From an optimization exercise on the open Yosys and OpenROAD flow, aimed at small area; shortcuts taken in it are not production practice.
The RTL was checked by simulation tests, not by an equivalence proof against the original design.

## fc_core
module fc_core(
	input logic clk,
	input logic rst,                    
	input logic data_ready,             
	input logic signed[15:0] gyro_x,
	input logic signed[15:0] gyro_y,
	input logic[11:0] ch_throttle,      
	input logic[11:0] ch_roll,          
	input logic[11:0] ch_pitch,         
	input logic[11:0] ch_arm,           
	output logic[11:0] motor_br,        
	output logic[11:0] motor_fr,        
	output logic[11:0] motor_fl,        
	output logic[11:0] motor_bl         
);
	wire[9:0] ly = ch_throttle[9:0];
	wire[9:0] arm = ch_arm[9:0];
	logic[3:0] cnt;
	always @(posedge clk) begin
		if (rst) cnt <= 4'd0;
		else if (data_ready && !cnt[3]) cnt <= cnt + 4'd1;
	end
	wire h0_valid = cnt != 4'd0;
	wire h7_valid = cnt[3];
	logic[22:0] roll_h[0:7], pitch_h[0:7];
	logic[47:0] roll_acc, pitch_acc;
	wire[27:0] roll_d, pitch_d;        
	wire[47:0] roll_acc_next, pitch_acc_next;
	wire[12:0] r, p;
	always @(posedge clk) begin
		if (data_ready) begin
			roll_h[0] <= {roll_d[23:2], roll_d[0]};
			pitch_h[0] <= {pitch_d[23:2], pitch_d[0]};
			for (int k = 1; k < 8; k++) begin
				roll_h[k] <= roll_h[k-1];
				pitch_h[k] <= pitch_h[k-1];
			end
		end
	end
	always @(posedge clk) begin
		if (rst) begin
			roll_acc <= 48'd0;
			pitch_acc <= 48'd0;
		end else begin
  ...
For scale: roughly 2,700 cells after synthesis, roughly 470 flip-flops, ~0.036 mm^2 of cells after synthesis.
clock: 28.0 ns
lec_check: 0
cap_margin: 20
core_margin: 2
core_utilization: 60
cts_buf_list: sky130_fd_sc_hd__clkbuf_4 sky130_fd_sc_hd__clkbuf_8
cts_cluster_diameter: 50
cts_cluster_size: 16
gpl_timing_driven: 0
place_density: 0.75
slew_margin: 20
synth_hierarchical: 1
standard.sh (not shown) runs the stock make flow with config.mk's settings and CLKGATE_MAP_FILE= SYNTH_SCRIPT=/design/flow/synth_recipe.tcl, a recipe that flattens the netlist after the stock synthesis.
==> flow/flow/run.sh <==
#!/bin/bash
# The standard layout (standard.sh: the standard synthesis and ORFS steps,
# unchanged), with two layout options passed to ORFS:
#  - port buffers are sky130_fd_sc_hd__buf_1 cells (every port still gets one);
#  - CTS inserts no dummy loads.
# Each ORFS step writes its full log under orfs/logs/; make's output goes to
# standard.log.
set -euo pipefail
bash standard.sh \
  "BUFFER_PORTS_ARGS=-buffer_cell sky130_fd_sc_hd__buf_1" \
  "CTS_ARGS=-sink_clustering_enable -repair_clock_nets -dont_use_dummy_load -sink_clustering_size 18 -sink_clustering_max_diameter 50 -buf_list {sky130_fd_sc_hd__clkbuf_4 sky130_fd_sc_hd__clkbuf_8}" \
  finish > standard.log 2>&1
Next try:
==> flow/flow/run.sh (replaced) <==
#!/bin/bash
# The standard layout (standard.sh: the standard synthesis and ORFS steps,
# unchanged), with two layout options passed to ORFS:
#  - port buffers are sky130_fd_sc_hd__buf_2 cells (every port still gets one);
#  - CTS inserts no dummy loads.
# Each ORFS step writes its full log under orfs/logs/; make's output goes to
# standard.log.
set -euo pipefail
bash standard.sh \
  "BUFFER_PORTS_ARGS=-buffer_cell sky130_fd_sc_hd__buf_2" \
  "CTS_ARGS=-sink_clustering_enable -repair_clock_nets -dont_use_dummy_load -sink_clustering_size 16 -sink_clustering_max_diameter 50 -buf_list {sky130_fd_sc_hd__clkbuf_4 sky130_fd_sc_hd__clkbuf_8}" \
  finish > standard.log 2>&1
- CORE_UTILIZATION: 60 -> 40
- PLACE_DENSITY: 0.75 -> default
=> The new run ran to the end with no violations; hold slack improved by 0.016 ns; wire length goes up by 5.6%; synthesized cell count stays the same; cell area goes up by about 2%; global-route usage goes down by 7.3 points; setup slack got worse by 0.014 ns; register-to-register slack got worse by 0.14 ns; critical path depth goes up by 6; core utilization goes down by 21 points.
Next try:
--- a/flow/flow/run.sh
+++ b/flow/flow/run.sh
@@ -11 +11 @@
-  "CTS_ARGS=-sink_clustering_enable -repair_clock_nets -dont_use_dummy_load -sink_clustering_size 16 -sink_clustering_max_diameter 50 -buf_list {sky130_fd_sc_hd__clkbuf_4 sky130_fd_sc_hd__clkbuf_8}" \
+  "CTS_ARGS=-sink_clustering_enable -repair_clock_nets -dont_use_dummy_load -sink_clustering_size 20 -sink_clustering_max_diameter 60 -buf_list {sky130_fd_sc_hd__clkbuf_8}" \
Effect: Worst hold slack stays flat; first-iteration DRC count rose by 0.44%; sequential share of layout area stays flat; via count stays flat; global-route usage is about the same; maximum frequency barely changes; setup slack improved by 0.0038 ns; sequential cell count stays the same; synthesized area is unchanged.
Next try:
==> flow/flow/run.sh (replaced) <==
#!/bin/bash
# The standard layout (standard.sh: the standard synthesis and ORFS steps,
# unchanged), with two layout options passed to ORFS:
#  - port buffers are sky130_fd_sc_hd__buf_1 cells (every port still gets one);
#  - CTS inserts no dummy loads.
# Each ORFS step writes its full log under orfs/logs/; make's output goes to
# standard.log.
set -euo pipefail
bash standard.sh \
  "BUFFER_PORTS_ARGS=-buffer_cell sky130_fd_sc_hd__buf_1" \
  "CTS_ARGS=-sink_clustering_enable -repair_clock_nets -dont_use_dummy_load -sink_clustering_size 16 -sink_clustering_max_diameter 50 -buf_list {sky130_fd_sc_hd__clkbuf_4 sky130_fd_sc_hd__clkbuf_8}" \
  finish > standard.log 2>&1
=> The new run passed the timing, DRC and antenna checks; wire length rose by 1.9%; flip-flop and latch count stays the same; utilization climbs by 0.22 points.

## what the ideal ports hide
The flow's constraints put no driver on any port. The routed layouts listed below were extracted and timed again, unchanged, in two steps. Step 1, drivers: a clkbuf_16 drives clk and a buf_2 each remaining input, both assumed. Step 2, shift: input delay + t, output delay - t, t = (earliest + latest rising clock arrival at the registers) / 2. This alone moves slack from input paths to output paths. Slacks: no drivers / after step 1 / after step 2; pairs: no drivers / after step 1.
| run | shift t [ns] | setup WS [ns] | worst data-port slew with drivers (ns) |
|---|---|---|---|
| the first run | 0.676 | 0.502 / 0.479 / 0.479 | 0.07 |
| the second run | 0.673 | 0.487 / 0.461 / 0.461 | 0.09 |
| the third run | 0.655 | 0.491 / 0.465 / 0.465 | 0.09 |
| the fourth run | 0.661 | 0.446 / 0.424 / 0.424 | 0.10 |
After both steps setup and hold are still met in every run listed.
